From an optimization exercise on the open Yosys and OpenROAD flow, aimed at small area; shortcuts taken in it are not production practice.
Function was checked by simulation only, so behaviour that the tests miss may differ from the original.
Power is estimated from default activity; no workload was simulated.

Setup of ember:
==> flow/design.v <==
module UART_Register_Top(
    input               PCLK,
    input               PRESETn,
    output              irqreq,
    input       [31:0]  PADDR,
    input               PSEL,
    input               PENABLE,
    input               PWRITE,
    input       [31:0]  PWDATA,
    output              PREADY,
    output      [31:0]  PRDATA,
    output              PSLVERR,
    input               RxD,
    output              TxD
);
assign PREADY  = 1'b1;
assign PSLVERR = 1'b0;
wire       acc    = PSEL & PENABLE;
wire       a_lo   = (PADDR[7:3] == 5'd0);
wire       wr_acc = acc & PWRITE & a_lo;
wire       tx_push = wr_acc & (PADDR[2:0] == 3'd0);
wire       cr0_wr  = wr_acc & (PADDR[2:0] == 3'd3);
wire       cr1_wr  = wr_acc & (PADDR[2:0] == 3'd4);
reg  [9:0] div;
wire       tick = div[9] & ~div[8] & ~div[7] & ~div[6] & div[5] & div[4] &
                  ~div[3] & div[0];
always @(posedge PCLK or negedge PRESETn)
    if (~PRESETn) div <= 10'd627;
    else          div <= {div[8], div[7], div[6] | tick, div[5:0],
                          div[9] ^ div[2]};
reg  [127:0] mem;
reg  [4:0]   tidx;
wire         tx_empty = tidx[4];
wire         tx_full  = (tidx == 5'd15);
wire [7:0]   head     = mem[tidx[3:0]*8 +: 8];
wire         tx_done;
wire         tx_pop   = ((cr0_wr & PWDATA[0]) | tx_done) & ~tx_empty;
wire         tx_shift = tx_push & (~tx_full | tx_pop);
wire         t_up     = tx_push & ~tx_pop & ~tx_full;
wire         t_dn     = tx_pop & ~tx_push;
wire [7:0]   tx_din   = tx_full ? mem[127:120] : PWDATA[7:0];
always @(posedge PCLK)
    if (tx_shift) mem <= {mem[119:0], tx_din};
always @(posedge PCLK or negedge PRESETn)
    if (~PRESETn)                          tidx <= 5'h1f;
    else                                   tidx <= tidx + {{4{t_dn}}, t_up | t_dn};
reg  [7:0] txbuf;
always @(posedge PCLK or negedge PRESETn)
    if (~PRESETn)    txbuf <= 8'd0;
    else if (tx_pop) txbuf <= head;
reg  [3:0] ts, tc;
assign     tx_done = (ts == 4'd1);
wire       t_wait  = (ts == 4'd2) | tx_done;
wire       t_run   = ts[3] | (ts == 4'd7) | (ts == 4'd0);
wire [7:0] tsc = {ts, tc} + {7'd0, t_run & tick};
always @(posedge PCLK or negedge PRESETn)
    if (~PRESETn) begin
        ts <= 4'd2; tc <= 4'd0;
    end else begin
        tc <= tsc[3:0];
        ts <= t_wait ? (tx_pop ? 4'd7 : 4'd2) : tsc[7:4];
    end
assign TxD = ts[3] ? txbuf[ts[2:0]] : (ts != 4'd7);
reg  [3:0] rs, rc;
wire       r_done = (rs == 4'd1);
wire       r_ad   = (rs == 4'd2);
wire       r_run  = rs[3] | (rs == 4'd7) | (rs == 4'd0);
wire [4:0] rcn    = {1'b0, rc} + {4'd0, r_run & tick};
wire       r_step = rcn[4] | r_done | ((rs == 4'd5) & tick) | ((rs == 4'd6) & ~RxD);
always @(posedge PCLK or negedge PRESETn)
    if (~PRESETn) begin
        rs <= 4'd5; rc <= 4'd0;
    end else begin
        rc <= rcn[3:0];
        rs <= rs + {2'd0, r_ad, r_ad | r_step};
    end
reg        s0, s1;
reg  [7:0] rdata;
wire       rbit = s1 & (RxD | s0);
always @(posedge PCLK) begin
    if (tick & (rc == 4'd7)) s0 <= RxD;
    if (tick & (rc == 4'd8)) s1 <= RxD;
    if (tick & (rc == 4'd9) & rs[3]) rdata <= {rbit, rdata[7:1]};
end
reg  [7:0] rxbuf;
reg        stopb;
always @(posedge PCLK or negedge PRESETn)
    if (~PRESETn)    begin rxbuf <= 8'd0; stopb <= 1'b0; end
    else if (r_done) begin rxbuf <= rdata; stopb <= RxD; end
assign irqreq = r_done;
reg  [7:0] cr0;
reg  [4:0] cr1;
always @(posedge PCLK or negedge PRESETn)
    if (~PRESETn)    cr0 <= 8'd0;
    else if (cr0_wr) cr0 <= PWDATA[7:0];
always @(posedge PCLK or negedge PRESETn)
    if (~PRESETn)    cr1 <= 5'd0;
    else if (cr1_wr) cr1 <= PWDATA[4:0];
wire       st0 = r_ad;
reg        st1, st3;
always @(posedge PCLK or negedge PRESETn)
    if (~PRESETn) begin
        st1 <= 1'b0; st3 <= 1'b0;
    end else begin
        st1 <= tx_empty;
        st3 <= r_done & ~stopb;
    end
reg  [7:0] rd8;
always @(*)
    case (PADDR[7:0])
        8'h00:   rd8 = txbuf;
        8'h01:   rd8 = rxbuf;
        8'h03:   rd8 = cr0;
        8'h04:   rd8 = {3'd0, cr1};
        8'h05:   rd8 = {4'd0, st3, st1, st1, st0};
        default: rd8 = 8'd0;
    endcase
assign PRDATA = {24'd0, rd8};
endmodule
clock: 10.0 ns
lec_check: 0
cap_margin: 20
core_margin: 2
core_utilization: 60
slew_margin: 20
standard.sh (not shown) runs the stock make flow with config.mk's settings and CLKGATE_MAP_FILE= SYNTH_SCRIPT=/design/flow/synth_recipe.tcl, a recipe that flattens the netlist after the stock synthesis.
==> flow/flow/run.sh <==
#!/bin/bash
# Own layout flow: the standard flow (standard synthesis unchanged),
# with buf_1 port buffers, one tie cell per constant instead of one per
# constant output, and a clock tree of clkbuf_4 cells (clusters of at most
# 10 flip-flops) without dummy loads. make's full output goes to
# flow_make.log here; ORFS keeps each step's log under orfs/logs/.
set -euo pipefail
CTS="-sink_clustering_enable -repair_clock_nets -dont_use_dummy_load"
CTS="$CTS -buf_list sky130_fd_sc_hd__clkbuf_4"
CTS="$CTS -sink_clustering_size 10 -sink_clustering_max_diameter 50"
bash standard.sh \
    "BUFFER_PORTS_ARGS=-buffer_cell sky130_fd_sc_hd__buf_1" \
    "CTS_ARGS=$CTS" \
    SKIP_REPAIR_TIE_FANOUT=1 \
    finish > flow_make.log 2>&1
test -f out/final.def
ember finished every stage and its layout cleared the timing, DRC and antenna checks.
--- input diff ember..indigo ---
-- flow/design.v --
<<< ember, line 22
wire       cr0_wr  = wr_acc & (PADDR[2:0] == 3'd3);
wire       cr1_wr  = wr_acc & (PADDR[2:0] == 3'd4);
reg  [9:0] div;
wire       tick = div[9] & ~div[8] & ~div[7] & ~div[6] & div[5] & div[4] &
>>> indigo, line 22
wire       cr0_wr  = wr_acc & (PADDR[2:0] == 3'd3);
wire       cr1_wr  = wr_acc & (PADDR[2:0] == 3'd4);
wire       rxb_rd  = acc & ~PWRITE & a_lo & (PADDR[2:0] == 3'd1);
reg  [9:0] div;
wire       tick = div[9] & ~div[8] & ~div[7] & ~div[6] & div[5] & div[4] &
<<< ember, line 51
reg  [3:0] ts, tc;
assign     tx_done = (ts == 4'd1);
wire       t_wait  = (ts == 4'd2) | tx_done;
wire       t_run   = ts[3] | (ts == 4'd7) | (ts == 4'd0);
wire [7:0] tsc = {ts, tc} + {7'd0, t_run & tick};
always @(posedge PCLK or negedge PRESETn)
    if (~PRESETn) begin
        ts <= 4'd2; tc <= 4'd0;
    end else begin
        tc <= tsc[3:0];
        ts <= t_wait ? (tx_pop ? 4'd7 : 4'd2) : tsc[7:4];
    end
assign TxD = ts[3] ? txbuf[ts[2:0]] : (ts != 4'd7);
>>> indigo, line 52
reg  [3:0] ts, tc;
assign     tx_done = (ts == 4'd1);
wire       t_wait  = (ts == 4'd6) | tx_done;
wire       t_run   = ts[3] | (ts == 4'd7) | (ts == 4'd0);
wire [7:0] tsc = {ts, tc} + {7'd0, t_run & tick};
always @(posedge PCLK or negedge PRESETn)
    if (~PRESETn) begin
        ts <= 4'd6; tc <= 4'd0;
    end else begin
        tc <= tsc[3:0];
        ts <= t_wait ? {3'b011, tx_pop} : tsc[7:4];
    end
assign TxD = ts[3] ? txbuf[ts[2:0]] : (ts != 4'd7);
<<< ember, line 97
    if (~PRESETn)    cr1 <= 5'd0;
    else if (cr1_wr) cr1 <= PWDATA[4:0];
wire       st0 = r_ad;
reg        st1, st3;
always @(posedge PCLK or negedge PRESETn)
    if (~PRESETn) begin
        st1 <= 1'b0; st3 <= 1'b0;
    end else begin
        st1 <= tx_empty;
        st3 <= r_done & ~stopb;
    end
reg  [7:0] rd8;
>>> indigo, line 98
    if (~PRESETn)    cr1 <= 5'd0;
    else if (cr1_wr) cr1 <= PWDATA[4:0];
reg  [4:0] rcnt;
wire       rx_full  =  rcnt[4] & ~rcnt[2] &  rcnt[0];
wire       rx_empty = ~rcnt[3] &  rcnt[1] & ~rcnt[0];
wire       st0 = r_ad;
reg        st1, st3, st4;
wire       rx_wr = st0 & cr0[1];
always @(posedge PCLK or negedge PRESETn)
    if (~PRESETn)                           rcnt <= 5'd2;
    else if (rx_wr & ~rxb_rd & ~rx_full)    rcnt <= {rcnt[3:0], rcnt[4] ^ rcnt[0]};
    else if (rxb_rd & ~rx_wr & ~rx_empty)   rcnt <= {rcnt[0] ^ rcnt[1], rcnt[4:1]};
always @(posedge PCLK or negedge PRESETn)
    if (~PRESETn) begin
        st1 <= 1'b0; st3 <= 1'b0; st4 <= 1'b0;
    end else begin
        st1 <= tx_empty;
        st3 <= r_done & ~stopb;
        st4 <= rx_full & cr0_wr & PWDATA[1];
    end
reg  [7:0] rd8;
<<< ember, line 113
        8'h03:   rd8 = cr0;
        8'h04:   rd8 = {3'd0, cr1};
        8'h05:   rd8 = {4'd0, st3, st1, st1, st0};
        default: rd8 = 8'd0;
    endcase
>>> indigo, line 123
        8'h03:   rd8 = cr0;
        8'h04:   rd8 = {3'd0, cr1};
        8'h05:   rd8 = {3'd0, st4, st3, st1, st1, st0};
        default: rd8 = 8'd0;
    endcase
[summary]
Cell area | indigo vs ember | indigo larger
The via count in indigo sits 6.6% above the value recorded for ember.
Of ember and indigo, the run reporting the higher count of state elements after synthesis was indigo.
Per the comparison of indigo with ember, number of CTS-inserted buffers lost 4.0%; number of global-route vias before repair increased by 430 relative to the old numbers; worst setup slack now sits higher; fraction of power spent switching nets has increased; amount of wire on met2 after detailed routing went up.
indigo and ember ended up with roughly the same adder-cell area share of the yosys netlist.
indigo and ember ended up with roughly the same number of cells traversed by the worst hold path.
Relative to ember, critical path depth decreased by 1 in indigo.
[compare] base=ember new=indigo: growth of design area from synthesis to finish essentially unchanged; proportion of power drawn by flip-flops and latches lower; clock transition at the register clock pins on the worst setup and hold paths after CTS went down 0.02 ns.

-- port drivers added, routing unchanged --
In the flow no input, the clock included, has a driving cell. The finished layouts below were timed again as built, in two steps.
Step 1 assumes that a clkbuf_16 drives the clock port and a buf_2 every other input.
Step 2 moves the port delays by t, midway between the first and last clock arrival at a register: inputs arrive t later, outputs are due t later. That takes back most of the time a late clock gives input paths.
Slacks: ideal / step 1 / step 2; pairs: ideal / step 1.
run	t, ns	slack for setup (ns)	hold WS [ns]
ember	0.649	4.245 / 4.223 / 4.223	0.373 / 0.373 / 0.373
indigo	0.653	4.425 / 4.398 / 4.234	0.374 / 0.374 / 0.374
After both steps every run listed still meets setup and hold. The setup slack of indigo, which loses most, moves by -0.027 ns with the drivers and by -0.191 ns with both steps.
